Background: an optimization exercise with open tools, aiming at small area, a short achievable clock period and few clock cycles. Do not read the settings as production practice.
Where RTL was checked, it was by simulation tests only, not by an equivalence proof against the original.
The RTL of run 1 was laid out without a check of its function.
Power and IR drop assume default switching activity.

[design/flow/design.v]
module regfile
(
    input  logic        clk,
    input  logic        async_rst_n,
    input  logic        write_enable,    
    input  logic [4:0]  write_addr,
    input  logic [31:0] write_data,
    input  logic [4:0]  rs1_addr,
    input  logic [4:0]  rs2_addr,
    output logic [31:0] rs1_data,
    output logic [31:0] rs2_data
);
    logic [31:0] rf [1:31];
    logic [31:0] written;    
    genvar i;
    generate
        for (i = 1; i < 32; i = i + 1) begin : g_reg
            always_ff @(posedge clk) begin
                if (write_enable && write_addr == i)
                    rf[i] <= write_data;
            end
            always_ff @(posedge clk or negedge async_rst_n) begin
                if (!async_rst_n)
                    written[i] <= 1'b0;
                else if (write_enable && write_addr == i)
                    written[i] <= 1'b1;
            end
        end
    endgenerate
    assign written[0] = 1'b0;
    logic [31:0] sel1, sel2;
    always_comb begin
        for (int k = 0; k < 32; k++) begin
            sel1[k] = (rs1_addr == k) && written[k];
            sel2[k] = (rs2_addr == k) && written[k];
        end
    end
    always_comb begin
        rs1_data = '0;
        rs2_data = '0;
        for (int k = 1; k < 32; k++) begin
            rs1_data = rs1_data | ({32{sel1[k]}} & rf[k]);
            rs2_data = rs2_data | ({32{sel2[k]}} & rf[k]);
        end
    end
endmodule
module core
#(
    parameter PC_WIDTH = 32,
    parameter DATA_WIDTH = 32
)
(
    input  logic        clk,
    input  logic        async_rst_n,
    output logic [PC_WIDTH-1:0]   PC_F,
    input  logic [DATA_WIDTH-1:0] instruction,
    output logic                  write_enable,
    output logic [DATA_WIDTH-1:0] addr,
    output logic [DATA_WIDTH-1:0] data_to_dmem,
    output logic [3:0]            byte_enablers,
    input  logic [DATA_WIDTH-1:0] data_from_dmem
);
    localparam int R_SUM  = 0;
    localparam int R_XOR  = 1;
    localparam int R_OR   = 2;
    localparam int R_AND  = 3;
    localparam int R_SH   = 4;
    localparam int R_SLT  = 5;
    localparam int R_SLTU = 6;
    localparam int R_X    = 7;
    logic        stall_F;
    logic        redirect_E;
    logic [31:2] redirect_pc_E;
    logic [31:2] pc_q;
    assign PC_F = {pc_q, 2'b00};
    logic [31:0] ir;
    assign ir = instruction;
    logic [4:0] rd_F, rs1_F, rs2_F;
    logic [2:0] f3_F;
    assign rd_F  = ir[11:7];
    assign f3_F  = ir[14:12];
    assign rs1_F = ir[19:15];
    assign rs2_F = ir[24:20];
    logic is_lui, is_auipc, is_jal, is_jalr, is_br, is_load, is_store, is_opimm, is_op;
    assign is_lui   = ir[6:2] == 5'b01101;
    assign is_auipc = ir[6:2] == 5'b00101;
    assign is_jal   = ir[6:2] == 5'b11011;
    assign is_jalr  = ir[6:2] == 5'b11001;
    assign is_br    = ir[6:2] == 5'b11000;
    assign is_load  = ir[6:2] == 5'b00000;
    assign is_store = ir[6:2] == 5'b01000;
    assign is_opimm = ir[6:2] == 5'b00100;
    assign is_op    = ir[6:2] == 5'b01100;
    logic pred_F;
    assign pred_F = is_jal || (is_br && ir[31]);
    logic [31:2] f_imm;
    always_comb begin
        if (!ir[2])
            f_imm = {{19{ir[31]}}, ir[31], ir[7], ir[30:25], ir[11:9]};
        else if (ir[3])
            f_imm = {{11{ir[31]}}, ir[31], ir[19:12], ir[20], ir[30:22]};
        else
            f_imm = {ir[31:12], 10'b0};
    end
    logic [31:2] f_target, f_seq, f_alt, pc_next;
    assign f_target = pc_q + f_imm;
    assign f_seq    = pc_q + 30'd1;
    assign f_alt    = ((is_br && !ir[31]) || is_auipc) ? f_target : f_seq;
    always_comb begin
        if (redirect_E)   pc_next = redirect_pc_E;
        else if (stall_F) pc_next = pc_q;
        else if (pred_F)  pc_next = f_target;
        else              pc_next = f_seq;
    end
    always_ff @(posedge clk or negedge async_rst_n) begin
        if (!async_rst_n) pc_q <= '0;
        else              pc_q <= pc_next;
    end
    logic use1, use2, rw_F;
    assign use1 = is_jalr || is_br || is_load || is_store || is_opimm || is_op;
    assign use2 = is_br || is_store || is_op;
    assign rw_F = (is_lui || is_auipc || is_jal || is_jalr || is_load || is_opimm || is_op) && (rd_F != 5'd0);
    logic [7:0] rsel_F;
    logic       sub_F;
    always_comb begin
        rsel_F = '0;
        sub_F  = 1'b0;
        if (is_op || is_opimm) begin
            case (f3_F)
                3'd0: rsel_F[R_SUM]  = 1'b1;
                3'd2: rsel_F[R_SLT]  = 1'b1;
                3'd3: rsel_F[R_SLTU] = 1'b1;
                3'd4: rsel_F[R_XOR]  = 1'b1;
                3'd6: rsel_F[R_OR]   = 1'b1;
                3'd7: rsel_F[R_AND]  = 1'b1;
                default: rsel_F[R_SH] = 1'b1;
            endcase
            sub_F = (is_op && f3_F == 3'd0 && ir[30]) || f3_F == 3'd2 || f3_F == 3'd3;
        end
        else if (is_lui || is_auipc || is_jal || is_jalr)
            rsel_F[R_X] = 1'b1;
        else begin
            rsel_F[R_SUM] = 1'b1;           
            sub_F = is_br;                  
        end
    end
    logic        rw_W;
    logic [4:0]  rd_W;
    logic [31:0] res_W;
    logic [31:0] rf1, rf2, rs1v, rs2v;
    regfile rf_i
    (
        .clk(clk),
        .async_rst_n(async_rst_n),
        .write_enable(rw_W),
        .write_addr(rd_W),
        .write_data(res_W),
        .rs1_addr(rs1_F),
        .rs2_addr(rs2_F),
        .rs1_data(rf1),
        .rs2_data(rf2)
    );
    assign rs1v = (rw_W && rd_W == rs1_F) ? res_W : rf1;
    assign rs2v = (rw_W && rd_W == rs2_F) ? res_W : rf2;
    logic [31:0] imm_I, imm_S, imm_U;
    assign imm_I = {{20{ir[31]}}, ir[31:20]};
    assign imm_S = {{20{ir[31]}}, ir[31:25], ir[11:7]};
    assign imm_U = {ir[31:12], 12'b0};
    logic [31:0] a_F, b_F, x_F;
    assign a_F = rs1v;
    assign b_F = (is_op || is_br) ? rs2v : (is_store ? imm_S : imm_I);
    assign x_F = is_store ? rs2v : (is_lui ? imm_U : {f_alt, 2'b00});
    logic        rw_E, ld_E;
    logic [4:0]  rd_E;
    logic        rw_M;
    logic [4:0]  rd_M;
    assign stall_F = ld_E && ((use1 && rd_E == rs1_F) || (use2 && rd_E == rs2_F));
    logic m1, m2, w1, w2;
    assign m1 = rw_E && rd_E == rs1_F;
    assign m2 = rw_E && rd_E == rs2_F;
    assign w1 = rw_M && rd_M == rs1_F;
    assign w2 = rw_M && rd_M == rs2_F;
    logic go_F;
    assign go_F = !stall_F && !redirect_E;
    logic        st_E, br_E, jalr_E;
    logic [31:0] a_E, b_E, x_E;
    logic [7:0]  rsel_E;
    logic        sub_E, sra_E, left_E, pred_E;
    logic [2:0]  f3_E;
    logic        fa_M, fa_W, fb_M, fb_W, fx_M, fx_W;
    always_ff @(posedge clk or negedge async_rst_n) begin
        if (!async_rst_n) begin
            rw_E   <= 1'b0;
            ld_E   <= 1'b0;
            st_E   <= 1'b0;
            br_E   <= 1'b0;
            jalr_E <= 1'b0;
        end
        else begin
            rw_E   <= go_F && rw_F;
            ld_E   <= go_F && is_load && (rd_F != 5'd0);
            st_E   <= go_F && is_store;
            br_E   <= go_F && is_br;
            jalr_E <= go_F && is_jalr;
        end
    end
    always_ff @(posedge clk) begin
        rd_E   <= rd_F;
        a_E    <= a_F;
        b_E    <= b_F;
        x_E    <= x_F;
        rsel_E <= rsel_F;
        sub_E  <= sub_F;
        sra_E  <= ir[30];
        left_E <= !f3_F[2];
        pred_E <= pred_F;
        f3_E   <= f3_F;
        fa_M   <= m1;
        fa_W   <= w1 && !m1;
        fb_M   <= (is_op || is_br) && m2;
        fb_W   <= (is_op || is_br) && w2 && !m2;
        fx_M   <= is_store && m2;
        fx_W   <= is_store && w2 && !m2;
    end
    logic [31:0] res_M;
    logic [31:0] a, b, x;
    assign a = fa_M ? res_M : (fa_W ? res_W : a_E);
    assign b = fb_M ? res_M : (fb_W ? res_W : b_E);
    assign x = fx_M ? res_M : (fx_W ? res_W : x_E);
    logic [32:0] sum;
    assign sum = {1'b0, a} + {1'b0, (sub_E ? ~b : b)} + {32'b0, sub_E};
    logic lt, ltu, eq;
    assign eq  = a == b;
    assign ltu = !sum[32];
    assign lt  = (a[31] != b[31]) ? a[31] : sum[31];
    logic [31:0] sh_in, sh_out, sh;
    always_comb begin
        for (int k = 0; k < 32; k++) sh_in[k] = left_E ? a[31-k] : a[k];
    end
    assign sh_out = 32'($signed({sra_E && !left_E && a[31], sh_in}) >>> b[4:0]);
    always_comb begin
        for (int k = 0; k < 32; k++) sh[k] = left_E ? sh_out[31-k] : sh_out[k];
    end
    logic [31:0] result_E;
    always_comb begin
        result_E = ({32{rsel_E[R_SUM]}}  & sum[31:0])
                 | ({32{rsel_E[R_XOR]}}  & (a ^ b))
                 | ({32{rsel_E[R_OR]}}   & (a | b))
                 | ({32{rsel_E[R_AND]}}  & (a & b))
                 | ({32{rsel_E[R_SH]}}   & sh)
                 | ({32{rsel_E[R_SLT]}}  & {31'b0, lt})
                 | ({32{rsel_E[R_SLTU]}} & {31'b0, ltu})
                 | ({32{rsel_E[R_X]}}    & x);
    end
    logic taken;
    always_comb begin
        case (f3_E)
            3'd0: taken = eq;
            3'd1: taken = !eq;
            3'd4: taken = lt;
            3'd5: taken = !lt;
            3'd6: taken = ltu;
            default: taken = !ltu;
        endcase
    end
    assign redirect_E    = (br_E && (taken != pred_E)) || jalr_E;
    assign redirect_pc_E = jalr_E ? sum[31:2] : x[31:2];
    logic [31:0] sd_E;
    logic [3:0]  be_E;
    always_comb begin
        case (f3_E[1:0])
            2'd0: begin
                sd_E = {4{x[7:0]}};
                be_E = 4'b0001 << sum[1:0];
            end
            2'd1: begin
                sd_E = {2{x[15:0]}};
                be_E = sum[1] ? 4'b1100 : 4'b0011;
            end
            default: begin
                sd_E = x;
                be_E = 4'b1111;
            end
        endcase
    end
    logic        ld_M, we_M;
    logic [2:0]  f3_M;
    logic [31:0] sd_M;
    logic [3:0]  be_M;
    always_ff @(posedge clk or negedge async_rst_n) begin
        if (!async_rst_n) begin
            rw_M <= 1'b0;
            ld_M <= 1'b0;
            we_M <= 1'b0;
        end
        else begin
            rw_M <= rw_E;
            ld_M <= ld_E;
            we_M <= st_E;
        end
    end
    always_ff @(posedge clk) begin
        rd_M  <= rd_E;
        f3_M  <= f3_E;
        res_M <= result_E;
        sd_M  <= sd_E;
        be_M  <= be_E;
    end
    assign write_enable  = we_M;
    assign addr          = res_M;
    assign data_to_dmem  = sd_M;
    assign byte_enablers = be_M;
    logic [7:0]  ld_byte;
    logic [15:0] ld_half;
    logic [31:0] ld_data;
    always_comb begin
        case (res_M[1:0])
            2'd0: ld_byte = data_from_dmem[7:0];
            2'd1: ld_byte = data_from_dmem[15:8];
            2'd2: ld_byte = data_from_dmem[23:16];
            default: ld_byte = data_from_dmem[31:24];
        endcase
        ld_half = res_M[1] ? data_from_dmem[31:16] : data_from_dmem[15:0];
        case (f3_M)
            3'd0: ld_data = {{24{ld_byte[7]}}, ld_byte};
            3'd1: ld_data = {{16{ld_half[15]}}, ld_half};
            3'd4: ld_data = {24'b0, ld_byte};
            3'd5: ld_data = {16'b0, ld_half};
            default: ld_data = data_from_dmem;
        endcase
    end
    always_ff @(posedge clk or negedge async_rst_n) begin
        if (!async_rst_n) rw_W <= 1'b0;
        else              rw_W <= rw_M;
    end
    always_ff @(posedge clk) begin
        rd_W  <= rd_M;
        res_W <= ld_M ? ld_data : res_M;
    end
endmodule
[design/flow/flow/run.sh]
#!/bin/bash
set -euo pipefail
MARGIN=$(cat flow/setup_margin)
bash standard.sh SETUP_SLACK_MARGIN="$MARGIN" finish > standard_flow.log 2>&1
[design/flow/flow/setup_margin]
5.5
[design/flow/standard.sh]
#!/bin/bash
# synth_recipe.tcl (not shown) runs the flow's synth.tcl, then flattens the netlist and writes it again
# the make line also repeats each setting of config.mk as NAME=value (left out here)
make -C /OpenROAD-flow-scripts/flow DESIGN_CONFIG=/design/flow/config.mk WORK_HOME=/design/flow/orfs CLKGATE_MAP_FILE= SYNTH_SCRIPT=/design/flow/synth_recipe.tcl "${@:-finish}"
[design/flow/config.mk]
export PLATFORM = sky130hd
export DESIGN_NAME = core
export DESIGN_NICKNAME = core
export VERILOG_FILES = /design/flow/design.v
export SDC_FILE = /design/flow/constraint.sdc
export NUM_CORES = 8
export LEC_CHECK = 0
export CAP_MARGIN = 20
export CORE_MARGIN = 2
export CORE_UTILIZATION = 40
export SLEW_MARGIN = 20
[design/flow/constraint.sdc]
create_clock -name core_clock -period 10.0 [get_ports {clk}]
set_input_delay 2.0000 -clock core_clock [delete_from_list [all_inputs] [get_ports {clk}]]
set_output_delay 2.0000 -clock core_clock [all_outputs]
set_load 0.01 [all_outputs]
==> results.toml, run 1 <==
[clocking]
clk_root_buffer_cell = "clkbuf_16"
clk_latency_ns = 0.81
cts.sinks = 1297
clk_pin_slew_ns = 0.06
holdBufCountCts = 0
cts_buffer_depth = 3
htreeDepth = 4
tritoncts.num_buffers = 138
cts_tree = "built"

[final_layout]
design_area_um2 = 77020
final_cell_count_no_fill = 7811
syn2layout_area_growth_pct = 21.57
fin_nets = 5812
drive_above_1_share = 0.2034
num-fill-cells = 13970
seqCellArea_um2 = 36290
multi_input_area_um2 = 27730
post-route-util = 0.4880

[worst_setup_path]
critPathSlowestCell = "dfxtp_4"
reg2reg_from = "fb_W$_DFF_P_"
startpoint = "fb_W$_DFF_P_"
startpoint_type = "flip-flop"
crit_arrival_ns = 5.47
crit_chain = "buf_8, buf_12, mux2i_1, nor2_1, a21oi_4, xnor2_1, ha_4, and4_4, a21bo_4, o21ai_4, o211ai_1, a21o_1, a31o_2, o41ai_4, buf_4, and2_4, buf_8, nand3_4, buf_4, a2bb2oi_2"
cp.required_ns = 10.68
endpoint_kind = "flip-flop"
critPathMaxFanout = 7
rrSetupSlack_ns = 5.21
slowest_delay_ns = 0.46
crit_type = "flip-flop to flip-flop"

[sta]
tns_ns = 0
hold_ws_ns = 0.3597
clock.fmax_ghz = 0.2089
finalCritPeriodShare = 0.4787
hold_viol = 0
period_minus_slack_ns = 4.787
max_slew_margin = 0.1313
fin_worst_skew_ns = 0.05347
setup_viol = 0
rsz0062_at_grt = "true"
slew_viol_final = 0
fin_ws_ns = 5.213
worst_pin_slew_ns = 1.294

[placed_design]
dp_cells = 7362
routabilityCongestion = 1.031
hpwl_mm = 189.7
portBuffers = 162
preCtsSetupSlack_ns = 2.908
post_dp_cell_area_um2 = 67880

[power]
ir_drop_v = 0.0001962
power.leakage_nw = 27.19
total_power_mw = 17.13
power_density_nw_per_um2 = 222.3

[floorplanning]
die_h_um = 402.0
fp.dieW_um = 402.0
start_util = 0.4014
io_pins = 167
rows = 146
core_area_um2 = 157800
dieArea_um2 = 161600

[detailed_routing]
drc = 0
drtIter0Drc = 14210
wl_per_cell_um = 41.62
wl_mm = 325.1
drt_first_pass_iters = 17
vias_per_cell = 7.393
vias = 57750
route.antenna.remaining_nets = 0

[grt]
grt_antenna_before_repair = 26
grt_max_degree = 89
grt_use_total = 0.3874
grt_pass1_wl_mm = 434.5
overflow = 0
grt_pass1_vias = 53030

[synth]
avgSynthCellArea_um2 = 11.77
ys.flop_type = "edfxtp_1"
yosys_warnings = 4
synth_seq_cells = 1297
synthArstFlopShare = 0.05397
synth_edf_count = 992
yosysSeqAreaShare = 0.5721
synthCells = 5383
ys_types = 85
synth_area_um2 = 63360

[worst_hold_path]
hp-start = "st_E$_DFF_PN0_"
hp-class = "flip-flop to flip-flop"

[run_status]
status = "complete, no violations"

[run]
timing.max_cap.violations = 0
==> layer usage <==
metal  track usage  up-vias  routed length, um
li1              -    21870                  -
met1        0.5105    28140             115600
met2        0.5144     6212             125600
met3        0.1798     1493              58540
met4        0.2291       29              25080
met5      0.001487        -                302
==> cell type report <==
| cell class | instances | area share |
|---|---|---|
| Antenna cell | 11 | 0.0003574 |
| Clock buffer | 178 | 0.04992 |
| Clock inverter | 71 | 0.01033 |
| Inverter | 112 | 0.005507 |
| Multi-Input combinational cell | 3534 | 0.3601 |
| Sequential cell | 1297 | 0.4711 |
| Tap cell | 2072 | 0.03366 |
| Timing Repair Buffer | 536 | 0.06899 |
==> final timing paths <==
check                                                    end  cells after the start
worst max-delay path                    pc_q[22]$_DFFE_PN0P_                     20
worst min-delay path                          we_M$_DFF_PN0_                      0
worst max register to register          pc_q[22]$_DFFE_PN0P_                     20
worst min register to register                we_M$_DFF_PN0_                      0
max in group asynchronous       rf_i.written[29]$_DFFE_PN0P_                      2
min in group asynchronous                pc_q[2]$_DFFE_PN0P_                      1
==> cells in the mapped netlist (all sizes together), types with 33 or more instances <==
cell type | instances | area, um^2
dfrtp | 70 | 1752
a21oi | 281 | 1406
a22oi | 325 | 2440
nor2b | 37 | 231.5
clkbuf | 381 | 1433
a21o | 59 | 442.9
a22o | 293 | 2566
mux2i | 176 | 1774
nor3 | 110 | 550.5
xnor2 | 91 | 797.0
and3 | 80 | 500.5
xor2 | 55 | 489.2
buf | 65 | 292.8
ha | 125 | 1564
mux2 | 60 | 679.4
dfxtp | 235 | 4705
inv | 111 | 416.7
nand2 | 321 | 1205
a221oi | 296 | 2592
nand4 | 117 | 732.0
nand3 | 147 | 740.7
o21ai | 212 | 1061
nor2 | 296 | 1111
edfxtp | 992 | 29790
or2 | 36 | 225.2
a222oi | 64 | 640.6
a211oi | 33 | 247.7
==> power breakdown <==
group / internal, mW / switching, mW
Clock: 3.03 / 2.33
Combinational: 1.72 / 2.92
Sequential: 6.58 / 0.547
==> critical path: cells and delay by family (launching register included) <==
family          cells  cell delay, ns
compound gates      8            1.96
xor+xnor            1            0.16
fa+ha+maj           1            0.37
buf+inv             5            0.84
flops               1            0.46
mux                 1            0.20
simple gates        4            0.67
==> logic make-up (layout without fill, tap and decap cells) <==
family                   Yosys count  in the layout  synth area share
adder cells (fa/ha/maj)          127            127           0.02532
XOR/XNOR                         146            146           0.02030
AO/OA/AOI/OAI                   1762           1762            0.2063
other                              1             13        0.00005919
flip-flops                      1297           1297            0.5721
multiplexers                     267            267           0.04975
buffers and inverters            558            897           0.03387
AND/OR/NAND/NOR                 1225           1230           0.09231
==> placed cells by master (no fill, tap or decap), types with 138 or more instances in the layout <==
cell and count:
a21oi_1 218, a221oi_1 295, a22o_1 293, a22oi_1 324
buf_4 295, clkbuf_16 150, dfxtp_1 217, edfxtp_1 992
mux2i_1 145, nand2_1 317, nand3_1 138, nor2_1 258
o21ai_0 162
==> flip-flops by register name, summed over array words and instances (netlist names), 3 cells and up <==
signal,cells
pc_q,30
sd_M,32
rd_M,5
rd_E,5
rf_i.rf,992
res_W,32
rd_W,5
f3_E,3
rsel_E,8
b_E,32
be_M,4
a_E,32
rf_i.written,31
res_M,32
x_E,32
f3_M,3
==> timing repair <==
item | 4_1_cts | 5_1_grt
setup buffers | 114 | 55
resized for setup | 422 | 211
pin swaps | 82 | 81
gates cloned | 15 | 5
endpoints found under the setup margin | 158 | 124
==> run 2, diff against run 1 <==
--- a/design/flow/design.v
+++ b/design/flow/design.v
@@ -44,6 +44,58 @@
         end
     end
 endmodule
+module ks_add
+#(
+    parameter int W = 32
+)
+(
+    input  logic [W-1:0] a,
+    input  logic [W-1:0] b,
+    input  logic         cin,
+    output logic [W-1:0] sum,
+    output logic         cout
+);
+    localparam int L = $clog2(W);
+    logic [W-1:0] g [0:L];
+    logic [W-1:0] p [0:L];
+    logic [W-1:0] p0;
+    assign p0 = a ^ b;
+    always_comb begin
+        g[0] = a & b;
+        p[0] = p0;
+        g[0][0] = (a[0] & b[0]) | (p0[0] & cin);
+        for (int l = 0; l < L; l++) begin
+            for (int i = 0; i < W; i++) begin
+                if (i >= (1 << l)) begin
+                    g[l+1][i] = g[l][i] | (p[l][i] & g[l][i - (1 << l)]);
+                    p[l+1][i] = p[l][i] & p[l][i - (1 << l)];
+                end
+                else begin
+                    g[l+1][i] = g[l][i];
+                    p[l+1][i] = p[l][i];
+                end
+            end
+        end
+    end
+    assign sum[0] = p0[0] ^ cin;
+    always_comb begin
+        for (int i = 1; i < W; i++) sum[i] = p0[i] ^ g[L][i-1];
+    end
+    assign cout = g[L][W-1];
+endmodule
+module br_cond
+(
+    input  logic [31:0] p,
+    input  logic [31:0] q,
+    input  logic [2:0]  f3,
+    output logic        c
+);
+    always_comb begin
+        if (!f3[2])     c = p == q;
+        else if (f3[1]) c = p < q;
+        else            c = $signed(p) < $signed(q);
+    end
+endmodule
 module core
 #(
     parameter PC_WIDTH = 32,
@@ -71,6 +123,13 @@
     logic        stall_F;
     logic        redirect_E;
     logic [31:2] redirect_pc_E;
+    logic        rw_E, ld_E;
+    logic [4:0]  rd_E;
+    logic        rw_M;
+    logic [4:0]  rd_M;
+    logic        rw_W;
+    logic [4:0]  rd_W;
+    logic [31:0] res_M, res_W, wb_next;
     logic [31:2] pc_q;
     assign PC_F = {pc_q, 2'b00};
     logic [31:0] ir;
@@ -102,15 +161,18 @@
         else
             f_imm = {ir[31:12], 10'b0};
     end
-    logic [31:2] f_target, f_seq, f_alt, pc_next;
-    assign f_target = pc_q + f_imm;
-    assign f_seq    = pc_q + 30'd1;
-    assign f_alt    = ((is_br && !ir[31]) || is_auipc) ? f_target : f_seq;
-    always_comb begin
-        if (redirect_E)   pc_next = redirect_pc_E;
-        else if (stall_F) pc_next = pc_q;
-        else if (pred_F)  pc_next = f_target;
-        else              pc_next = f_seq;
+    logic [31:2] f_target, f_seq, f_alt;
+    ks_add #(.W(30)) f_add (.a(pc_q), .b(f_imm), .cin(1'b0), .sum(f_target), .cout());
+    assign f_seq = pc_q + 30'd1;
+    assign f_alt = ((is_br && !ir[31]) || is_auipc) ? f_target : f_seq;
+    logic        take_t;
+    logic [31:2] pc_hold_seq, pc_next;
+    assign take_t      = pred_F && !stall_F;
+    assign pc_hold_seq = stall_F ? pc_q : f_seq;
+    always_comb begin
+        if (redirect_E)  pc_next = redirect_pc_E;
+        else if (take_t) pc_next = f_target;
+        else             pc_next = pc_hold_seq;
     end
     always_ff @(posedge clk or negedge async_rst_n) begin
         if (!async_rst_n) pc_q <= '0;
@@ -144,10 +206,7 @@
             sub_F = is_br;                  
         end
     end
-    logic        rw_W;
-    logic [4:0]  rd_W;
-    logic [31:0] res_W;
-    logic [31:0] rf1, rf2, rs1v, rs2v;
+    logic [31:0] rf1, rf2;
     regfile rf_i
     (
         .clk(clk),
@@ -160,34 +219,48 @@
         .rs1_data(rf1),
         .rs2_data(rf2)
     );
-    assign rs1v = (rw_W && rd_W == rs1_F) ? res_W : rf1;
-    assign rs2v = (rw_W && rd_W == rs2_F) ? res_W : rf2;
+    logic hit1_M, hit1_W, hit2_M, hit2_W;
+    assign hit1_M = rw_M && rd_M == rs1_F;
+    assign hit1_W = rw_W && rd_W == rs1_F && !hit1_M;
+    assign hit2_M = rw_M && rd_M == rs2_F;
+    assign hit2_W = rw_W && rd_W == rs2_F && !hit2_M;
     logic [31:0] imm_I, imm_S, imm_U;
     assign imm_I = {{20{ir[31]}}, ir[31:20]};
     assign imm_S = {{20{ir[31]}}, ir[31:25], ir[11:7]};
     assign imm_U = {ir[31:12], 12'b0};
+    logic b_reg, x_reg;                 
+    assign b_reg = is_op || is_br;
+    assign x_reg = is_store;
     logic [31:0] a_F, b_F, x_F;
-    assign a_F = rs1v;
-    assign b_F = (is_op || is_br) ? rs2v : (is_store ? imm_S : imm_I);
-    assign x_F = is_store ? rs2v : (is_lui ? imm_U : {f_alt, 2'b00});
-    logic        rw_E, ld_E;
-    logic [4:0]  rd_E;
-    logic        rw_M;
-    logic [4:0]  rd_M;
+    always_comb begin
+        a_F = ({32{hit1_M}} & wb_next)
+            | ({32{hit1_W}} & res_W)
+            | ({32{!hit1_M && !hit1_W}} & rf1);
+        b_F = ({32{b_reg && hit2_M}} & wb_next)
+            | ({32{b_reg && hit2_W}} & res_W)
+            | ({32{b_reg && !hit2_M && !hit2_W}} & rf2)
+            | ({32{!b_reg && is_store}} & imm_S)
+            | ({32{!b_reg && !is_store}} & imm_I);
+        x_F = ({32{x_reg && hit2_M}} & wb_next)
+            | ({32{x_reg && hit2_W}} & res_W)
+            | ({32{x_reg && !hit2_M && !hit2_W}} & rf2)
+            | ({32{!x_reg && is_lui}} & imm_U)
+            | ({32{!x_reg && !is_lui}} & {f_alt, 2'b00});
+    end
     assign stall_F = ld_E && ((use1 && rd_E == rs1_F) || (use2 && rd_E == rs2_F));
-    logic m1, m2, w1, w2;
+    logic m1, m2;
     assign m1 = rw_E && rd_E == rs1_F;
     assign m2 = rw_E && rd_E == rs2_F;
-    assign w1 = rw_M && rd_M == rs1_F;
-    assign w2 = rw_M && rd_M == rs2_F;
+    logic k_F;
+    assign k_F = f3_F[0] ^ pred_F;
     logic go_F;
     assign go_F = !stall_F && !redirect_E;
     logic        st_E, br_E, jalr_E;
     logic [31:0] a_E, b_E, x_E;
     logic [7:0]  rsel_E;
-    logic        sub_E, sra_E, left_E, pred_E;
+    logic        sub_E, sra_E, left_E, k_E;
     logic [2:0]  f3_E;
-    logic        fa_M, fa_W, fb_M, fb_W, fx_M, fx_W;
+    logic        fa_M, fb_M, fx_M;
     always_ff @(posedge clk or negedge async_rst_n) begin
         if (!async_rst_n) begin
             rw_E   <= 1'b0;
@@ -213,26 +286,22 @@
         sub_E  <= sub_F;
         sra_E  <= ir[30];
         left_E <= !f3_F[2];
-        pred_E <= pred_F;
+        k_E    <= k_F;
         f3_E   <= f3_F;
-        fa_M   <= m1;
-        fa_W   <= w1 && !m1;
-        fb_M   <= (is_op || is_br) && m2;
-        fb_W   <= (is_op || is_br) && w2 && !m2;
-        fx_M   <= is_store && m2;
-        fx_W   <= is_store && w2 && !m2;
+        fa_M   <= use1 && m1;
+        fb_M   <= b_reg && m2;
+        fx_M   <= x_reg && m2;
     end
-    logic [31:0] res_M;
     logic [31:0] a, b, x;
-    assign a = fa_M ? res_M : (fa_W ? res_W : a_E);
-    assign b = fb_M ? res_M : (fb_W ? res_W : b_E);
-    assign x = fx_M ? res_M : (fx_W ? res_W : x_E);
-    logic [32:0] sum;
-    assign sum = {1'b0, a} + {1'b0, (sub_E ? ~b : b)} + {32'b0, sub_E};
-    logic lt, ltu, eq;
-    assign eq  = a == b;
-    assign ltu = !sum[32];
-    assign lt  = (a[31] != b[31]) ? a[31] : sum[31];
+    assign a = fa_M ? res_M : a_E;
+    assign b = fb_M ? res_M : b_E;
+    assign x = fx_M ? res_M : x_E;
+    logic [31:0] sum;
+    logic        cout;
+    ks_add #(.W(32)) e_add (.a(a), .b(sub_E ? ~b : b), .cin(sub_E), .sum(sum), .cout(cout));
+    logic lt, ltu;
+    assign ltu = !cout;
+    assign lt  = ltu ^ a[31] ^ b[31];
     logic [31:0] sh_in, sh_out, sh;
     always_comb begin
         for (int k = 0; k < 32; k++) sh_in[k] = left_E ? a[31-k] : a[k];
@@ -243,7 +312,7 @@
     end
     logic [31:0] result_E;
     always_comb begin
-        result_E = ({32{rsel_E[R_SUM]}}  & sum[31:0])
+        result_E = ({32{rsel_E[R_SUM]}}  & sum)
                  | ({32{rsel_E[R_XOR]}}  & (a ^ b))
                  | ({32{rsel_E[R_OR]}}   & (a | b))
                  | ({32{rsel_E[R_AND]}}  & (a & b))
@@ -252,19 +321,21 @@
                  | ({32{rsel_E[R_SLTU]}} & {31'b0, ltu})
                  | ({32{rsel_E[R_X]}}    & x);
     end
-    logic taken;
+    logic c_EE, c_ME, c_EM, c_MM, cond;
+    br_cond cmp_EE (.p(a_E),   .q(b_E),   .f3(f3_E), .c(c_EE));
+    br_cond cmp_ME (.p(res_M), .q(b_E),   .f3(f3_E), .c(c_ME));
+    br_cond cmp_EM (.p(a_E),   .q(res_M), .f3(f3_E), .c(c_EM));
+    assign c_MM = !f3_E[2];             
     always_comb begin
-        case (f3_E)
-            3'd0: taken = eq;
-            3'd1: taken = !eq;
-            3'd4: taken = lt;
-            3'd5: taken = !lt;
-            3'd6: taken = ltu;
-            default: taken = !ltu;
+        case ({fa_M, fb_M})
+            2'b00: cond = c_EE;
+            2'b10: cond = c_ME;
+            2'b01: cond = c_EM;
+            default: cond = c_MM;
         endcase
     end
-    assign redirect_E    = (br_E && (taken != pred_E)) || jalr_E;
-    assign redirect_pc_E = jalr_E ? sum[31:2] : x[31:2];
+    assign redirect_E    = (br_E && (cond ^ k_E)) || jalr_E;
+    assign redirect_pc_E = jalr_E ? sum[31:2] : x_E[31:2];
     logic [31:0] sd_E;
     logic [3:0]  be_E;
     always_comb begin
@@ -329,12 +400,13 @@
             default: ld_data = data_from_dmem;
         endcase
     end
+    assign wb_next = ld_M ? ld_data : res_M;
     always_ff @(posedge clk or negedge async_rst_n) begin
         if (!async_rst_n) rw_W <= 1'b0;
         else              rw_W <= rw_M;
     end
     always_ff @(posedge clk) begin
         rd_W  <= rd_M;
-        res_W <= ld_M ? ld_data : res_M;
+        res_W <= wb_next;
     end
 endmodule
==> design/flow/flow/run.sh (replaced) <==
#!/bin/bash
set -euo pipefail
mapfile -t ARGS < flow/make_args
bash standard.sh "${ARGS[@]}" finish > standard_flow.log 2>&1
==> design/flow/flow/make_args (new file) <==
SETUP_SLACK_MARGIN=6.5
CTS_ARGS=-sink_clustering_enable -repair_clock_nets -dont_use_dummy_load -buf_list sky130_fd_sc_hd__clkbuf_16 -sink_clustering_size 25 -sink_clustering_max_diameter 60
removed: design/flow/flow/setup_margin
==> results.toml, run 2 <==
[clocking]
clk_latency_ns = 0.85
clk_root_buffer_cell = "clkbuf_16"
cts_tree = "built"
clk_pin_slew_ns = 0.06
cts_buffer_depth = 3
htreeDepth = 3
cts.sinks = 1294
tritoncts.num_buffers = 107

[sta]
slew_viol_final = 0
max_slew_margin = 0.1739
tns_ns = 0
finalCritPeriodShare = 0.4370
period_minus_slack_ns = 4.370
hold_viol = 0
fin_worst_skew_ns = 0.1516
setup_viol = 0
worst_pin_slew_ns = 1.239
rsz0062_at_grt = "true"
clock.fmax_ghz = 0.2288

[final_layout]
drive_above_1_share = 0.3443
final_cell_count_no_fill = 8568
fin_nets = 6657
regMostFlops = "rf_i.rf"
mostFrequentLayoutCells = "992 x edfxtp_1, 524 x buf_4, 394 x a22oi_1"
num-fill-cells = 13370
syn2layout_area_growth_pct = 34.23
largest_reg_flops = 992
layout_commonest_cell = "edfxtp_1"

[synth]
synth_top_area_frac = 0.4537
synth_most_common_cell = "edfxtp_1"
ys_top_cells_by_area = "edfxtp_1 45%, dfxtp_1 7.1%, a22oi_1 5.3%, ha_1 4.2%, a221oi_1 3.5%"
synthArstFlopShare = 0.05410
yosysTopAreaCell = "edfxtp_1"
ys_types = 87
synth_area_um2 = 65650
synth_edf_count = 992
synthTopCellsByCount = "992 x edfxtp_1, 462 x a22oi_1, 352 x clkbuf_1, 344 x nand2_1, 263 x a221oi_1"
synth_seq_cells = 1294
yosysSeqAreaShare = 0.5512
ys.flop_type = "edfxtp_1"
avgSynthCellArea_um2 = 11.61
yosys_warnings = 11
synthCells = 5653

[detailed_routing]
wl_mm = 387.5
vias = 65500
drc = 0
drt_first_pass_iters = 17
vias_per_cell = 7.645
route.antenna.remaining_nets = 0
wl_per_cell_um = 45.23
drtIter0Drc = 15930

[floorplanning]
dieArea_um2 = 167400
die_h_um = 409.1
rows = 148
core_area_um2 = 163000
io_pins = 167
fp.dieW_um = 409.1
start_util = 0.4029

[worst_setup_path]
rrSetupSlack_ns = 6.25
critPathMaxFanout = 6
critPathSlowestCell = "ha_1"
crit_chain = "buf_8, buf_12, nor2b_4, buf_8, nor2b_1, ha_1, o211ai_1, o21ai_2, o211ai_1, buf_4, a31o_4, a31oi_4, a21oi_2, xor2_1, o21ai_1, a221oi_2, o31ai_1"
cp.required_ns = 10.58
crit_type = "primary input to flip-flop"
startpoint_type = "primary input"
reg2reg_from = "res_M[8]$_DFF_P_"
r2r_cells = 15
timing.rr.end = "pc_q[15]$_DFFE_PN0P_"
crit_arrival_ns = 4.95
endpoint_kind = "flip-flop"
slowest_delay_ns = 0.36

[power]
ir_drop_v = 0.0001574
power_density_nw_per_um2 = 191.3
power.leakage_nw = 32.32

[grt]
grt_pass1_wl_mm = 506.6
grt_pass1_vias = 59380
grt_max_degree = 71
overflow = 0
grt_antenna_before_repair = 17
grt_use_total = 0.4404

[run_status]
status = "complete, no violations"

[worst_hold_path]
hold_depth = 0
hold-path-endpoint = "we_M$_DFF_PN0_"
hp-class = "flip-flop to flip-flop"
hp-start = "st_E$_DFF_PN0_"

[placed_design]
portBuffers = 162
hpwl_mm = 208.0
routabilityCongestion = 1.026
dp_cells = 7735

[run]
timing.max_cap.violations = 0
## run 2: area by class of cell
| cell class | instances | area, um^2 | share of cell area |
|---|---|---|---|
| Sequential cell | 1294 | 36410 | 0.4131 |
| Multi-Input combinational cell | 3724 | 33070 | 0.3752 |
| Timing Repair Buffer | 1046 | 12440 | 0.1411 |
| Tap cell | 2175 | 2721 | 0.03088 |
| Clock buffer | 107 | 2678 | 0.03038 |
| Inverter | 195 | 749.5 | 0.008504 |
| Antenna cell | 27 | 67.56 | 0.0007667 |
## run 2: how the worst max path moves through the flow
stage	startpoint	end	slack, ns
floorplan	instruction[2]	pc_q[27]$_DFFE_PN0P_	5.33
global route	instruction[2]	pc_q[29]$_DFFE_PN0P_	5.57
finish	instruction[2]	pc_q[27]$_DFFE_PN0P_	5.63
detailed placement	instruction[23]	x_E[9]$_DFF_P_	3.42
global placement	instruction[23]	x_E[9]$_DFF_P_	3.44
CTS	instruction[2]	pc_q[27]$_DFFE_PN0P_	5.68
## run 2: power by group
part           internal (mW)  total, mW  switching [mW]
Clock                   1.87       3.81            1.95
Combinational           2.30       5.73            3.43
Sequential              6.59       7.31           0.718
## run 2: routing by layer
layer / GRT usage / share of wire / vias up
met5: 0.07184 / 0.0053 / -
met4: 0.3944 / 0.12 / 52
met3: 0.2202 / 0.17 / 2648
met2: 0.6057 / 0.39 / 7499
met1: 0.4920 / 0.31 / 31370
li1: - / - / 23930
## run 2: logic make-up after synthesis
| family | share of synthesized area |
|---|---|
| simple gates | 0.09468 |
| mux | 0.04423 |
| compound gates | 0.2083 |
| xor+xnor | 0.01961 |
| other cells | 0.00005712 |
| flops | 0.5512 |
| buf+inv | 0.03922 |
| fa+ha+maj | 0.04273 |
## run 2: repair_timing
item                                    4_1_cts  5_1_grt
resized for setup                          1466      339
pin swaps                                   427      301
gates cloned                                 66        6
buffers inserted                            485      142
hold buffers                                  0        0
endpoints found under the setup margin      281      184
## run 2: through the flow
| stage | hold slack, ns | instance area (um^2) | util | total power [mW] | setup WS, ns |
|---|---|---|---|---|---|
| 6_report | 0.3461 | 88130 | 0.5408 | 16.86 | 5.630 |
| 5_1_grt | 0.3635 | 88070 | 0.5405 | 17.12 | 5.568 |
| 4_1_cts | 0.3502 | 85270 | 0.5233 | 16.07 | 5.677 |
| 3_5_place_dp | 0.3403 | 71600 | 0.4394 | 11.40 | 3.418 |
| 3_3_place_gp | 0.3358 | 71590 | 0.4394 | 11.36 | 3.444 |
| 2_1_floorplan | 0.3290 | 68740 | - | 9.254 | 5.329 |
## run 2: worst max-delay path: cells and delay by family
kind / cells / cell delay (ns)
AOI/OAI and AO/OA: 9 / 1.59
buffers and inverters: 4 / 0.51
adders and majority gates: 1 / 0.36
and+or+nand+nor: 2 / 0.25
xor gates and xnor gates: 1 / 0.23
Testbench counts of run 2, summed over its fixed seeds: cycles 58,520.
==> run 3, diff against run 2 <==
--- a/design/flow/config.mk
+++ b/design/flow/config.mk
@@ -7,5 +7,5 @@
 export LEC_CHECK = 0
 export CAP_MARGIN = 20
 export CORE_MARGIN = 2
-export CORE_UTILIZATION = 40
+export CORE_UTILIZATION = 30
 export SLEW_MARGIN = 20
==> results.toml, run 3 <==
[clocking]
cts_tree = "built"
clk_pin_slew_ns = 0.06
clk_latency_ns = 0.83
htreeDepth = 3
tritoncts.num_buffers = 91
holdBufCountCts = 0
cts_buffer_depth = 3
cts.sinks = 1294
clk_root_buffer_cell = "clkbuf_16"

[run_status]
status = "complete, no violations"

[worst_setup_path]
crit_buf_inv = 4
timing.rr.end = "pc_q[7]$_DFFE_PN0P_"
r2r_cells = 14
cp_top_family = "simple AND/OR/NAND/NOR gates"
cpMostUsedCell = "buf_12"
crit_type = "primary input to flip-flop"
crit_arrival_ns = 4.93
critPathMaxFanout = 16
crit_chain = "buf_12, buf_12, and2_4, and3_4, buf_12, buf_12, a222oi_1, nand3_1, or4_4, a222oi_1, o221ai_1"
rrSetupSlack_ns = 6.12
cp.required_ns = 10.54
critPathSlowestCell = "or4_4"
endpoint_kind = "flip-flop"
slowest_delay_ns = 0.59
startpoint_type = "primary input"
reg2reg_from = "b_E[13]$_DFF_P_"

[synth]
yosys_warnings = 11
synth_seq_cells = 1294
synthTopCellsByCount = "992 x edfxtp_1, 462 x a22oi_1, 352 x clkbuf_1, 344 x nand2_1, 263 x a221oi_1"
ys_types = 87
ys.flop_type = "edfxtp_1"
synthCells = 5653
synth_most_common_cell = "edfxtp_1"
ys_top_cells_by_area = "edfxtp_1 45%, dfxtp_1 7.1%, a22oi_1 5.3%, ha_1 4.2%, a221oi_1 3.5%"
synthArstFlopShare = 0.05410
synth_area_um2 = 65650
avgSynthCellArea_um2 = 11.61
yosysSeqAreaShare = 0.5512
synth_top_area_frac = 0.4537
yosysTopAreaCell = "edfxtp_1"
synth_edf_count = 992

[sta]
rsz0062_at_grt = "true"
finalCritPeriodShare = 0.4389
slew_viol_final = 0
fin_worst_skew_ns = 0.1382
clock.fmax_ghz = 0.2278
tns_ns = 0
setup_viol = 0
max_slew_margin = 0.2101
worst_pin_slew_ns = 1.183
hold_viol = 0
period_minus_slack_ns = 4.389

[detailed_routing]
drt_first_pass_iters = 22
vias_per_cell = 7.073
route.antenna.remaining_nets = 0
wl_per_cell_um = 41.45
vias = 65190
drtIter0Drc = 16000
drc = 0
wl_mm = 382.1

[grt]
grt_max_degree = 67
grt_pass1_wl_mm = 495.4
grt_antenna_before_repair = 34
grt_pass1_vias = 58570
grt_use_total = 0.3209
overflow = 0

[power]
power.leakage_nw = 32.12
ir_drop_v = 0.0001425
comb_power_share = 0.348
power_density_nw_per_um2 = 186.6
netSwitchingFraction = 0.3670
pwr-share-clk = 0.211
switching_power_mw = 6.082
total_power_mw = 16.57
p_seq_frac = 0.442
p_int_mw = 10.49

[floorplanning]
dieArea_um2 = 222600
core_area_um2 = 217400
io_pins = 167
fp.dieW_um = 471.8
die_h_um = 471.8
rows = 171
start_util = 0.3020

[final_layout]
mostFrequentLayoutCells = "992 x edfxtp_1, 531 x buf_4, 395 x a22oi_1"
fin_nets = 6632
regMostFlops = "rf_i.rf"
num-fill-cells = 19860
drive_above_1_share = 0.3463
largest_reg_flops = 992
syn2layout_area_growth_pct = 35.26
layout_commonest_cell = "edfxtp_1"

[worst_hold_path]
hp-start = "st_E$_DFF_PN0_"
hold-path-endpoint = "we_M$_DFF_PN0_"
hold_depth = 0
hp-class = "flip-flop to flip-flop"

[placed_design]
portBuffers = 162
routabilityCongestion = 1.017
hpwl_mm = 209.8

[run]
timing.max_cap.violations = 0
-- run 3: power groups by stage --
stage | Sequential, mW | Combinational [mW] | Clock (mW)
final | 7.32 | 5.76 | 3.49
after detailed placement | 7.45 | 3.97 | 0
after global placement | 7.44 | 3.93 | 0
after floorplan | 7.24 | 2.01 | 0
after CTS | 7.23 | 5.14 | 3.44
after global routing | 7.29 | 5.92 | 3.62
-- run 3: worst max path at each step --
stage	start	endpoint	slack, ns	cells past startpoint
2_1_floorplan	instruction[2]	pc_q[27]$_DFFE_PN0P_	5.33	17
3_3_place_gp	instruction[23]	x_E[7]$_DFF_P_	3.33	9
3_5_place_dp	instruction[2]	x_E[16]$_DFF_P_	3.28	14
4_1_cts	instruction[22]	x_E[7]$_DFF_P_	5.65	11
5_1_grt	instruction[24]	x_E[31]$_DFF_P_	5.61	17
6_report	instruction[22]	x_E[30]$_DFF_P_	5.61	11
-- run 3: cells by family after synthesis --
kind of cell	Yosys count	synth area share
XOR/XNOR	147	0.01961
flip-flops	1294	0.5512
multiplexers	237	0.04423
other	1	0.00005712
adder cells (fa/ha/maj)	223	0.04273
buffers and inverters	647	0.03922
AO/OA/AOI/OAI	1836	0.2083
AND/OR/NAND/NOR	1268	0.09468
-- run 3: final cells by class --
type                            instances  area, um^2  area share
Inverter                              195       749.5    0.008439
Multi-Input combinational cell       3721       33450      0.3766
Antenna cell                           22       55.05   0.0006199
Clock buffer                           91        2277     0.02564
Timing Repair Buffer                 1040       12270      0.1382
Tap cell                             2854        3571     0.04021
Sequential cell                      1294       36440      0.4103
-- run 3: what timing repair did --
item | CTS | global route
gates resized for setup | 1486 | 374
hold endpoints to repair | 0 | 0
cloned | 55 | 12
pin swaps | 376 | 358
setup endpoints to repair | 288 | 194
buffers inserted | 432 | 191
-- run 3: metal layers --
metal | up-vias | global-route usage | wire length [um]
met5 | - | 0.01882 | 1528
met4 | 56 | 0.2599 | 42400
met3 | 2420 | 0.1697 | 68250
met2 | 7532 | 0.4391 | 147300
met1 | 31300 | 0.3675 | 122600
li1 | 23890 | - | -
-- run 3: worst reg2reg max path, delay by kind of cell, from the launching register on --
family                   cells  cell delay (ns)
AO/OA/AOI/OAI                4             0.83
buffers and inverters        3             0.47
adder cells (fa/ha/maj)      1             0.31
AND/OR/NAND/NOR              6             1.69
flip-flops                   1             0.44
-- run 3: per-stage QoR --
stage	cell area (um^2)	utilization	setup slack [ns]	hold WS, ns	std cells
6_report	88810	0.4085	5.611	0.3492	9217
5_1_grt	88760	0.4083	5.606	0.3584	9200
4_1_cts	85000	0.3910	5.646	0.3513	8991
3_5_place_dp	72460	0.3333	3.285	0.3381	8413
3_3_place_gp	72450	0.3333	3.334	0.3343	8413
2_1_floorplan	68740	-	5.329	0.3290	5654
==> run 4, diff against run 3 <==
--- a/design/flow/design.v
+++ b/design/flow/design.v
@@ -127,9 +127,7 @@
     logic [4:0]  rd_E;
     logic        rw_M;
     logic [4:0]  rd_M;
-    logic        rw_W;
-    logic [4:0]  rd_W;
-    logic [31:0] res_M, res_W, wb_next;
+    logic [31:0] res_M, wb_next;
     logic [31:2] pc_q;
     assign PC_F = {pc_q, 2'b00};
     logic [31:0] ir;
@@ -169,11 +167,9 @@
     logic [31:2] pc_hold_seq, pc_next;
     assign take_t      = pred_F && !stall_F;
     assign pc_hold_seq = stall_F ? pc_q : f_seq;
-    always_comb begin
-        if (redirect_E)  pc_next = redirect_pc_E;
-        else if (take_t) pc_next = f_target;
-        else             pc_next = pc_hold_seq;
-    end
+    assign pc_next = ({30{redirect_E}} & redirect_pc_E)
+                   | ({30{!redirect_E && take_t}} & f_target)
+                   | ({30{!redirect_E && !take_t}} & pc_hold_seq);
     always_ff @(posedge clk or negedge async_rst_n) begin
         if (!async_rst_n) pc_q <= '0;
         else              pc_q <= pc_next;
@@ -211,41 +207,33 @@
     (
         .clk(clk),
         .async_rst_n(async_rst_n),
-        .write_enable(rw_W),
-        .write_addr(rd_W),
-        .write_data(res_W),
+        .write_enable(rw_M),
+        .write_addr(rd_M),
+        .write_data(wb_next),
         .rs1_addr(rs1_F),
         .rs2_addr(rs2_F),
         .rs1_data(rf1),
         .rs2_data(rf2)
     );
-    logic hit1_M, hit1_W, hit2_M, hit2_W;
+    logic hit1_M, hit2_M;
     assign hit1_M = rw_M && rd_M == rs1_F;
-    assign hit1_W = rw_W && rd_W == rs1_F && !hit1_M;
     assign hit2_M = rw_M && rd_M == rs2_F;
-    assign hit2_W = rw_W && rd_W == rs2_F && !hit2_M;
     logic [31:0] imm_I, imm_S, imm_U;
     assign imm_I = {{20{ir[31]}}, ir[31:20]};
     assign imm_S = {{20{ir[31]}}, ir[31:25], ir[11:7]};
     assign imm_U = {ir[31:12], 12'b0};
-    logic b_reg, x_reg;                 
-    assign b_reg = is_op || is_br;
-    assign x_reg = is_store;
+    logic b_reg;                        
+    assign b_reg = is_op || is_br || is_store;
     logic [31:0] a_F, b_F, x_F;
     always_comb begin
         a_F = ({32{hit1_M}} & wb_next)
-            | ({32{hit1_W}} & res_W)
-            | ({32{!hit1_M && !hit1_W}} & rf1);
+            | ({32{!hit1_M}} & rf1);
         b_F = ({32{b_reg && hit2_M}} & wb_next)
-            | ({32{b_reg && hit2_W}} & res_W)
-            | ({32{b_reg && !hit2_M && !hit2_W}} & rf2)
-            | ({32{!b_reg && is_store}} & imm_S)
-            | ({32{!b_reg && !is_store}} & imm_I);
-        x_F = ({32{x_reg && hit2_M}} & wb_next)
-            | ({32{x_reg && hit2_W}} & res_W)
-            | ({32{x_reg && !hit2_M && !hit2_W}} & rf2)
-            | ({32{!x_reg && is_lui}} & imm_U)
-            | ({32{!x_reg && !is_lui}} & {f_alt, 2'b00});
+            | ({32{b_reg && !hit2_M}} & rf2)
+            | ({32{!b_reg}} & imm_I);
+        x_F = ({32{is_store}} & imm_S)
+            | ({32{is_lui}} & imm_U)
+            | ({32{!is_store && !is_lui}} & {f_alt, 2'b00});
     end
     assign stall_F = ld_E && ((use1 && rd_E == rs1_F) || (use2 && rd_E == rs2_F));
     logic m1, m2;
@@ -260,7 +248,7 @@
     logic [7:0]  rsel_E;
     logic        sub_E, sra_E, left_E, k_E;
     logic [2:0]  f3_E;
-    logic        fa_M, fb_M, fx_M;
+    logic        fa_M, fb_M, ob_M, ob_E, ob_X;
     always_ff @(posedge clk or negedge async_rst_n) begin
         if (!async_rst_n) begin
             rw_E   <= 1'b0;
@@ -290,36 +278,39 @@
         f3_E   <= f3_F;
         fa_M   <= use1 && m1;
         fb_M   <= b_reg && m2;
-        fx_M   <= x_reg && m2;
+        ob_M   <= b_reg && m2 && !is_store;
+        ob_E   <= !(b_reg && m2) && !is_store;
+        ob_X   <= is_store;
     end
-    logic [31:0] a, b, x;
+    logic [31:0] a, b;
     assign a = fa_M ? res_M : a_E;
-    assign b = fb_M ? res_M : b_E;
-    assign x = fx_M ? res_M : x_E;
+    logic [31:0] bo;
+    assign b  = fb_M ? res_M : b_E;
+    assign bo = ({32{ob_M}} & res_M) | ({32{ob_E}} & b_E) | ({32{ob_X}} & x_E);
     logic [31:0] sum;
     logic        cout;
-    ks_add #(.W(32)) e_add (.a(a), .b(sub_E ? ~b : b), .cin(sub_E), .sum(sum), .cout(cout));
+    ks_add #(.W(32)) e_add (.a(a), .b(sub_E ? ~bo : bo), .cin(sub_E), .sum(sum), .cout(cout));
     logic lt, ltu;
     assign ltu = !cout;
-    assign lt  = ltu ^ a[31] ^ b[31];
+    assign lt  = ltu ^ a[31] ^ bo[31];
     logic [31:0] sh_in, sh_out, sh;
     always_comb begin
         for (int k = 0; k < 32; k++) sh_in[k] = left_E ? a[31-k] : a[k];
     end
-    assign sh_out = 32'($signed({sra_E && !left_E && a[31], sh_in}) >>> b[4:0]);
+    assign sh_out = 32'($signed({sra_E && !left_E && a[31], sh_in}) >>> bo[4:0]);
     always_comb begin
         for (int k = 0; k < 32; k++) sh[k] = left_E ? sh_out[31-k] : sh_out[k];
     end
     logic [31:0] result_E;
     always_comb begin
         result_E = ({32{rsel_E[R_SUM]}}  & sum)
-                 | ({32{rsel_E[R_XOR]}}  & (a ^ b))
-                 | ({32{rsel_E[R_OR]}}   & (a | b))
-                 | ({32{rsel_E[R_AND]}}  & (a & b))
+                 | ({32{rsel_E[R_XOR]}}  & (a ^ bo))
+                 | ({32{rsel_E[R_OR]}}   & (a | bo))
+                 | ({32{rsel_E[R_AND]}}  & (a & bo))
                  | ({32{rsel_E[R_SH]}}   & sh)
                  | ({32{rsel_E[R_SLT]}}  & {31'b0, lt})
                  | ({32{rsel_E[R_SLTU]}} & {31'b0, ltu})
-                 | ({32{rsel_E[R_X]}}    & x);
+                 | ({32{rsel_E[R_X]}}    & x_E);
     end
     logic c_EE, c_ME, c_EM, c_MM, cond;
     br_cond cmp_EE (.p(a_E),   .q(b_E),   .f3(f3_E), .c(c_EE));
@@ -341,15 +332,15 @@
     always_comb begin
         case (f3_E[1:0])
             2'd0: begin
-                sd_E = {4{x[7:0]}};
+                sd_E = {4{b[7:0]}};
                 be_E = 4'b0001 << sum[1:0];
             end
             2'd1: begin
-                sd_E = {2{x[15:0]}};
+                sd_E = {2{b[15:0]}};
                 be_E = sum[1] ? 4'b1100 : 4'b0011;
             end
             default: begin
-                sd_E = x;
+                sd_E = b;
                 be_E = 4'b1111;
             end
         endcase
@@ -401,12 +392,4 @@
         endcase
     end
     assign wb_next = ld_M ? ld_data : res_M;
-    always_ff @(posedge clk or negedge async_rst_n) begin
-        if (!async_rst_n) rw_W <= 1'b0;
-        else              rw_W <= rw_M;
-    end
-    always_ff @(posedge clk) begin
-        rd_W  <= rd_M;
-        res_W <= wb_next;
-    end
 endmodule
==> design/flow/flow/make_args (replaced) <==
SETUP_SLACK_MARGIN=6.0
CTS_ARGS=-sink_clustering_enable -repair_clock_nets -dont_use_dummy_load -buf_list sky130_fd_sc_hd__clkbuf_16 -sink_clustering_size 25 -sink_clustering_max_diameter 60
--- a/design/flow/config.mk
+++ b/design/flow/config.mk
@@ -7,5 +7,6 @@
 export LEC_CHECK = 0
 export CAP_MARGIN = 20
 export CORE_MARGIN = 2
-export CORE_UTILIZATION = 30
+export CORE_UTILIZATION = 50
+export PLACE_DENSITY = 0.7
 export SLEW_MARGIN = 20
==> results.toml, run 4 <==
[run_status]
status = "complete, no violations"

[grt]
grt_use_total = 0.4601
grt_pass1_wl_mm = 420.1
grt_antenna_before_repair = 27
overflow = 0
grt_pass1_vias = 54400
grt_max_degree = 70

[worst_setup_path]
crit_buf_inv = 2
critPathMaxFanout = 11
crit_chain = "buf_6, nand3_1, o21ai_2, inv_1, fa_2, nand2b_4, a21o_1, a21oi_4, a31oi_4, o41a_1, a21oi_2, o21ai_1, nand2b_1, xnor2_2, a2111oi_2, a221o_1"
startpoint_type = "primary input"
endpoint_kind = "flip-flop"
reg2reg_from = "a_E[21]$_DFF_P_"
cp_top_family = "compound AO/OA/AOI/OAI gates"
r2r_cells = 13
timing.rr.end = "pc_q[30]$_DFF_PN0_"
crit_arrival_ns = 4.87
crit_type = "primary input to flip-flop"
cp.required_ns = 10.60
rrSetupSlack_ns = 5.80
slowest_delay_ns = 0.39
critPathSlowestCell = "o41a_1"

[sta]
fin_ws_ns = 5.720
clock.fmax_ghz = 0.2337
slew_viol_final = 0
max_slew_margin = 0.1551
hold_viol = 0
period_minus_slack_ns = 4.280
rsz0062_at_grt = "true"
finalCritPeriodShare = 0.4280
fin_worst_skew_ns = 0.1469
worst_pin_slew_ns = 1.263
tns_ns = 0
hold_ws_ns = 0.3470
setup_viol = 0

[power]
ir_drop_v = 0.0001481
total_power_mw = 14.66
power.leakage_nw = 27.23
power_density_nw_per_um2 = 194.5

[detailed_routing]
drt_first_pass_iters = 20
wl_per_cell_um = 43.36
vias_per_cell = 8.193
drc = 0
wl_mm = 321.5
vias = 60740
route.antenna.remaining_nets = 0
drtIter0Drc = 16280

[synth]
ys_types = 87
synth_most_common_cell = "edfxtp_1"
ys.flop_type = "edfxtp_1"
ys_top_cells_by_area = "edfxtp_1 47%, dfxtp_1 6.2%, ha_1 4.3%, a221oi_1 4.1%, a22oi_1 4.1%"
yosysSeqAreaShare = 0.5575
synth_area_um2 = 63600
yosysTopAreaCell = "edfxtp_1"
yosys_warnings = 11
synth_top_area_frac = 0.4684
synth_seq_cells = 1258
synth_edf_count = 992
synthCells = 5499
avgSynthCellArea_um2 = 11.57
synthArstFlopShare = 0.05485
synthTopCellsByCount = "992 x edfxtp_1, 378 x clkbuf_1, 345 x a22oi_1, 311 x nand2_1, 311 x nor2_1"

[final_layout]
syn2layout_area_growth_pct = 18.48
regMostFlops = "rf_i.rf"
fin_nets = 6031
largest_reg_flops = 992
mostFrequentLayoutCells = "992 x edfxtp_1, 344 x a22oi_1, 303 x nand2_1"
layout_commonest_cell = "edfxtp_1"
drive_above_1_share = 0.1920

[clocking]
clk_latency_ns = 0.76
holdBufCountCts = 0
cts.sinks = 1258
clk_pin_slew_ns = 0.07
htreeDepth = 3
clk_root_buffer_cell = "clkbuf_16"
cts_buffer_depth = 3
tritoncts.num_buffers = 92
cts_tree = "built"

[worst_hold_path]
hold_depth = 0
hold-path-endpoint = "ld_M$_DFF_PN0_"
hp-start = "ld_E$_DFF_PN0_"
hp-class = "flip-flop to flip-flop"

[placed_design]
portBuffers = 162
preCtsSetupSlack_ns = 3.317
hpwl_mm = 172.7
routabilityCongestion = 1.114

[floorplanning]
io_pins = 167
die_h_um = 360.7
fp.dieW_um = 360.7
core_area_um2 = 125900
dieArea_um2 = 130100
start_util = 0.5052
rows = 130

[run]
timing.max_cap.violations = 0
==> run 4: changes by cell type after synthesis, moves of 31 or more <==
cell,previous run,this run
a21oi_1,189,280
mux2_2,66,24
a22oi_1,462,345
mux2i_1,133,85
o211ai_1,68,24
a221oi_1,263,300
nor2_1,234,311
dfxtp_1,232,197
nand3_1,216,160
nand2_1,344,311
a22o_1,227,291
or4_1,33,2
==> run 4: worst max-delay path by stage <==
stage	start	end	slack [ns]	cells past startpoint
2_1_floorplan	instruction[2]	pc_q[30]$_DFF_PN0_	4.92	18
3_3_place_gp	instruction[2]	x_E[31]$_DFF_P_	3.41	17
3_5_place_dp	instruction[2]	x_E[31]$_DFF_P_	3.32	17
4_1_cts	instruction[22]	pc_q[30]$_DFF_PN0_	5.75	17
5_1_grt	instruction[2]	pc_q[23]$_DFF_PN0_	5.62	18
6_report	instruction[23]	pc_q[30]$_DFF_PN0_	5.72	16
==> run 4: worst reg2reg max path, delay by kind of cell, from the launching register on <==
| family | cells | cell delay (ns) |
|---|---|---|
| compound gates | 6 | 1.76 |
| flops | 1 | 0.76 |
| fa+ha+maj | 1 | 0.37 |
| mux | 1 | 0.34 |
| buf+inv | 2 | 0.33 |
| simple gates | 2 | 0.31 |
| xor+xnor | 1 | 0.28 |
==> run 4: logic make-up after synthesis <==
logic type,after synthesis,synth area share
AOI/OAI and AO/OA,1889,0.2211
buffers and inverters,609,0.03673
muxes,137,0.02754
and+or+nand+nor,1243,0.09372
other,1,0.00005896
adders and majority gates,223,0.04411
DFF,1258,0.5575
xor gates and xnor gates,139,0.01926
==> run 4: layout make-up <==
cell class | instances | area, um^2
Antenna cell | 24 | 60.06
Clock buffer | 92 | 2302
Fill cell | 9738 | 50540
Inverter | 165 | 676.9
Multi-Input combinational cell | 3654 | 28560
Sequential cell | 1258 | 35560
Tap cell | 1650 | 2064
Timing Repair Buffer | 570 | 6126
Timing Repair inverter | 1 | 8.758
==> run 4: metrics by stage <==
stage	utilization	cells	instance area, um^2
final	0.5986	7414	75360
after global routing	0.5982	7394	75310
after CTS	0.5757	7236	72470
after detailed placement	0.5357	7028	67440
after global placement	0.5355	7026	67420
after floorplan	-	5500	63940
==> run 4: timing repair <==
item                       CTS  global route
setup endpoints to repair  888           298
setup buffers               93           136
pin swaps                   73           124
resized for setup          522           328
cloned                      23            18
==> run 4: per-layer routing <==
metal / up-vias / routed length (um) / track usage
met3: 2715 / 64440 / 0.2535
met5: - / 970 / 0.02775
met1: 28080 / 94840 / 0.5163
met2: 7563 / 122100 / 0.6311
li1: 22340 / - / -
met4: 42 / 39140 / 0.3867
==> run 4: power breakdown <==
group	leakage (nW)	switching [mW]	total [mW]	internal, mW
sequential	11.5	0.673	6.98	6.31
clock	1.13	1.78	3.40	1.62
combinational	14.6	2.60	4.27	1.67
total	27.2	5.06	14.7	9.60
Testbench counts of run 4, summed over its fixed seeds: cycles 58,520.
==> run 5, diff against run 4 <==
==> design/flow/flow/make_args (replaced) <==
SETUP_SLACK_MARGIN=5.0
CTS_ARGS=-sink_clustering_enable -repair_clock_nets -dont_use_dummy_load -buf_list sky130_fd_sc_hd__clkbuf_16 -sink_clustering_size 25 -sink_clustering_max_diameter 60
--- a/design/flow/config.mk
+++ b/design/flow/config.mk
@@ -7,6 +7,5 @@
 export LEC_CHECK = 0
 export CAP_MARGIN = 20
 export CORE_MARGIN = 2
-export CORE_UTILIZATION = 50
-export PLACE_DENSITY = 0.7
+export CORE_UTILIZATION = 40
 export SLEW_MARGIN = 20
==> results.toml, run 5 <==
[run_status]
status = "complete, no violations"

[worst_hold_path]
hp-class = "flip-flop to flip-flop"
hold_depth = 0
hp-start = "st_E$_DFF_PN0_"
hold-path-endpoint = "we_M$_DFF_PN0_"

[worst_setup_path]
startpoint_type = "primary input"
reg2reg_from = "fa_M$_DFF_P_"
critPathMaxFanout = 20
endpoint_kind = "flip-flop"
crit_type = "primary input to flip-flop"
timing.rr.end = "pc_q[31]$_DFF_PN0_"
slowest_delay_ns = 0.64
cp_top_family = "simple AND/OR/NAND/NOR gates"
r2r_cells = 14
crit_chain = "clkdlybuf4s15_2, and3b_1, and3_2, buf_4, a22o_1, a221oi_1, nand4_1, nor3_1, nand2_1, o21ai_0, o21ai_0"
critPathSlowestCell = "nor3_1"
cp.required_ns = 10.61
crit_buf_inv = 2
crit_arrival_ns = 5.65
rrSetupSlack_ns = 5.03
cpMostUsedCell = "o21ai_0"

[sta]
max_slew_margin = 0.1982
rsz0062_at_grt = "true"
worst_pin_slew_ns = 1.203
fin_worst_skew_ns = 0.1734
hold_viol = 0
setup_viol = 0
period_minus_slack_ns = 5.037
clock.fmax_ghz = 0.1985
finalCritPeriodShare = 0.5037
tns_ns = 0
slew_viol_final = 0
hold_ws_ns = 0.3491

[placed_design]
portBuffers = 162
post_dp_cell_area_um2 = 68160
hpwl_mm = 191.4
routabilityCongestion = 1.007

[synth]
synthArstFlopShare = 0.05485
synth_most_common_cell = "edfxtp_1"
ys.flop_type = "edfxtp_1"
synth_top_area_frac = 0.4684
yosys_warnings = 11
ys_types = 87
synthCells = 5499
synth_seq_cells = 1258
avgSynthCellArea_um2 = 11.57
ys_top_cells_by_area = "edfxtp_1 47%, dfxtp_1 6.2%, ha_1 4.3%, a221oi_1 4.1%, a22oi_1 4.1%"
synth_area_um2 = 63600
yosysTopAreaCell = "edfxtp_1"
synth_edf_count = 992
synthTopCellsByCount = "992 x edfxtp_1, 378 x clkbuf_1, 345 x a22oi_1, 311 x nand2_1, 311 x nor2_1"
yosysSeqAreaShare = 0.5575

[grt]
grt_antenna_before_repair = 11
grt_max_degree = 66
grt_pass1_wl_mm = 427.0
grt_use_total = 0.3776
grt_pass1_vias = 52420
overflow = 0

[final_layout]
regMostFlops = "rf_i.rf"
num-fill-cells = 14530
fin_nets = 5816
post-route-util = 0.4500
mostFrequentLayoutCells = "992 x edfxtp_1, 345 x a22oi_1, 310 x nand2_1"
design_area_um2 = 71180
layout_commonest_cell = "edfxtp_1"
largest_reg_flops = 992
syn2layout_area_growth_pct = 11.92
drive_above_1_share = 0.1138

[floorplanning]
dieArea_um2 = 162200
io_pins = 167
die_h_um = 402.8
start_util = 0.4020
fp.dieW_um = 402.8
rows = 146
core_area_um2 = 158200

[clocking]
clk_pin_slew_ns = 0.08
tritoncts.num_buffers = 102
cts_buffer_depth = 3
clk_root_buffer_cell = "clkbuf_16"
cts_tree = "built"
clk_latency_ns = 0.82
cts.sinks = 1258
htreeDepth = 3
holdBufCountCts = 0

[detailed_routing]
route.antenna.remaining_nets = 0
drc = 0
wl_mm = 317.3
drtIter0Drc = 12590
vias_per_cell = 7.424
drt_first_pass_iters = 12
vias = 56460
wl_per_cell_um = 41.72

[power]
ir_drop_v = 0.0001608
power_density_nw_per_um2 = 198.9
power.leakage_nw = 25.41

[run]
timing.max_cap.violations = 0
-- run 5: cell counts after synthesis --
No cell type changed its count.
-- run 5: final cells by class --
class | count | area [um^2] | area share
tap | 2072 | 2592 | 0.03642
sequential | 1258 | 35470 | 0.4984
antenna | 8 | 20.02 | 0.0002812
multi-input combinational | 3633 | 26740 | 0.3756
inverter | 165 | 626.9 | 0.008806
timing repair buffer | 367 | 3178 | 0.04465
clock buffer | 102 | 2552 | 0.03586
-- run 5: worst max path at each step --
stage / slack, ns / startpoint / to / cells after the start
6_report: 4.96 / instruction[24] / b_E[10]$_DFF_P_ / 11
3_3_place_gp: 3.36 / instruction[2] / pc_q[22]$_DFF_PN0_ / 15
2_1_floorplan: 4.92 / instruction[2] / pc_q[30]$_DFF_PN0_ / 18
3_5_place_dp: 3.26 / instruction[2] / pc_q[30]$_DFF_PN0_ / 11
5_1_grt: 4.83 / instruction[9] / pc_q[30]$_DFF_PN0_ / 17
4_1_cts: 4.93 / ob_X$_DFF_P_ / pc_q[30]$_DFF_PN0_ / 17
-- run 5: kinds of logic (layout without fill, tap and decap cells) --
logic type | Yosys count | after routing | synth area share
DFF | 1258 | 1258 | 0.5575
buffers and inverters | 609 | 634 | 0.03673
adders and majority gates | 223 | 223 | 0.04411
and+or+nand+nor | 1243 | 1243 | 0.09372
other | 1 | 10 | 0.00005896
AOI/OAI and AO/OA | 1889 | 1889 | 0.2211
xor gates and xnor gates | 139 | 139 | 0.01926
muxes | 137 | 137 | 0.02754
-- run 5: metal layers --
layer,global-route usage,wire (um)
met2,0.5518,131900
met5,0,72
met1,0.4555,105800
met4,0.2787,30670
met3,0.1399,48820
-- run 5: repair_timing --
action	in CTS	in global routing
pin swaps	2	6
cloned	1	0
buffers inserted	2	6
resized for setup	64	61
setup endpoints to repair	112	62
-- run 5: power breakdown --
part	switching [mW]	leakage, nW	internal [mW]
combinational	2.33	12.7	1.31
sequential	0.589	11.5	6.31
clock	1.84	1.26	1.78
-- run 5: metrics by stage --
stage / std cells / worst slack (ns) / power (mW)
after global routing: 7601 / 4.825 / 14.51
final: 7605 / 4.963 / 14.16
after detailed placement: 7486 / 3.260 / 10.41
after floorplan: 5500 / 4.924 / 8.680
after global placement: 7486 / 3.356 / 10.37
after CTS: 7591 / 4.929 / 13.93
-- run 5: worst register-to-register path, delay by kind of cell, from the launching register on --
kind	cells	cell delay (ns)
AO/OA/AOI/OAI	5	1.27
multiplexers	1	0.59
flip-flops	1	0.32
adder cells (fa/ha/maj)	1	0.43
AND/OR/NAND/NOR	3	0.40
buffers and inverters	3	1.20
XOR/XNOR	1	0.57

-- separate check: timing with driven ports --
Ports are ideal in the flow. The routed layouts listed here were re-timed in OpenROAD.
Step 1: set_driving_cell puts a clkbuf_16 on clk and a buf_2 on each other input, an assumption about the parent block.
Step 2 times the ports against the registers' clock, not the clock port: input delays grow and output delays shrink by t, the midpoint of the rising clock arrivals with the driver on.
Slacks: ideal / step 1 / step 2; pairs: ideal / step 1.
run | t, ns | setup WS [ns] | hold WS [ns] | clock arrival spread, ns | cell pins on the clock port's net
run 1 | 0.878 | 5.213 / 5.213 / 4.509 | 0.360 / 0.360 / 0.360 | 0.063 / 0.064 | 1
run 2 | 0.858 | 5.630 / 5.563 / 4.706 | 0.346 / 0.346 / 0.346 | 0.155 / 0.155 | 1
run 3 | 0.843 | 5.611 / 5.654 / 4.812 | 0.349 / 0.349 / 0.349 | 0.175 / 0.175 | 1
run 4 | 0.763 | 5.720 / 5.598 / 4.835 | 0.347 / 0.347 / 0.347 | 0.147 / 0.148 | 1
run 5 | 0.819 | 4.963 / 5.029 / 4.210 | 0.349 / 0.349 / 0.349 | 0.174 / 0.174 | 1
After both steps every run listed still meets setup and hold. The setup slack of run 2, which loses most, moves by -0.067 ns with the drivers and by -0.924 ns with both steps.
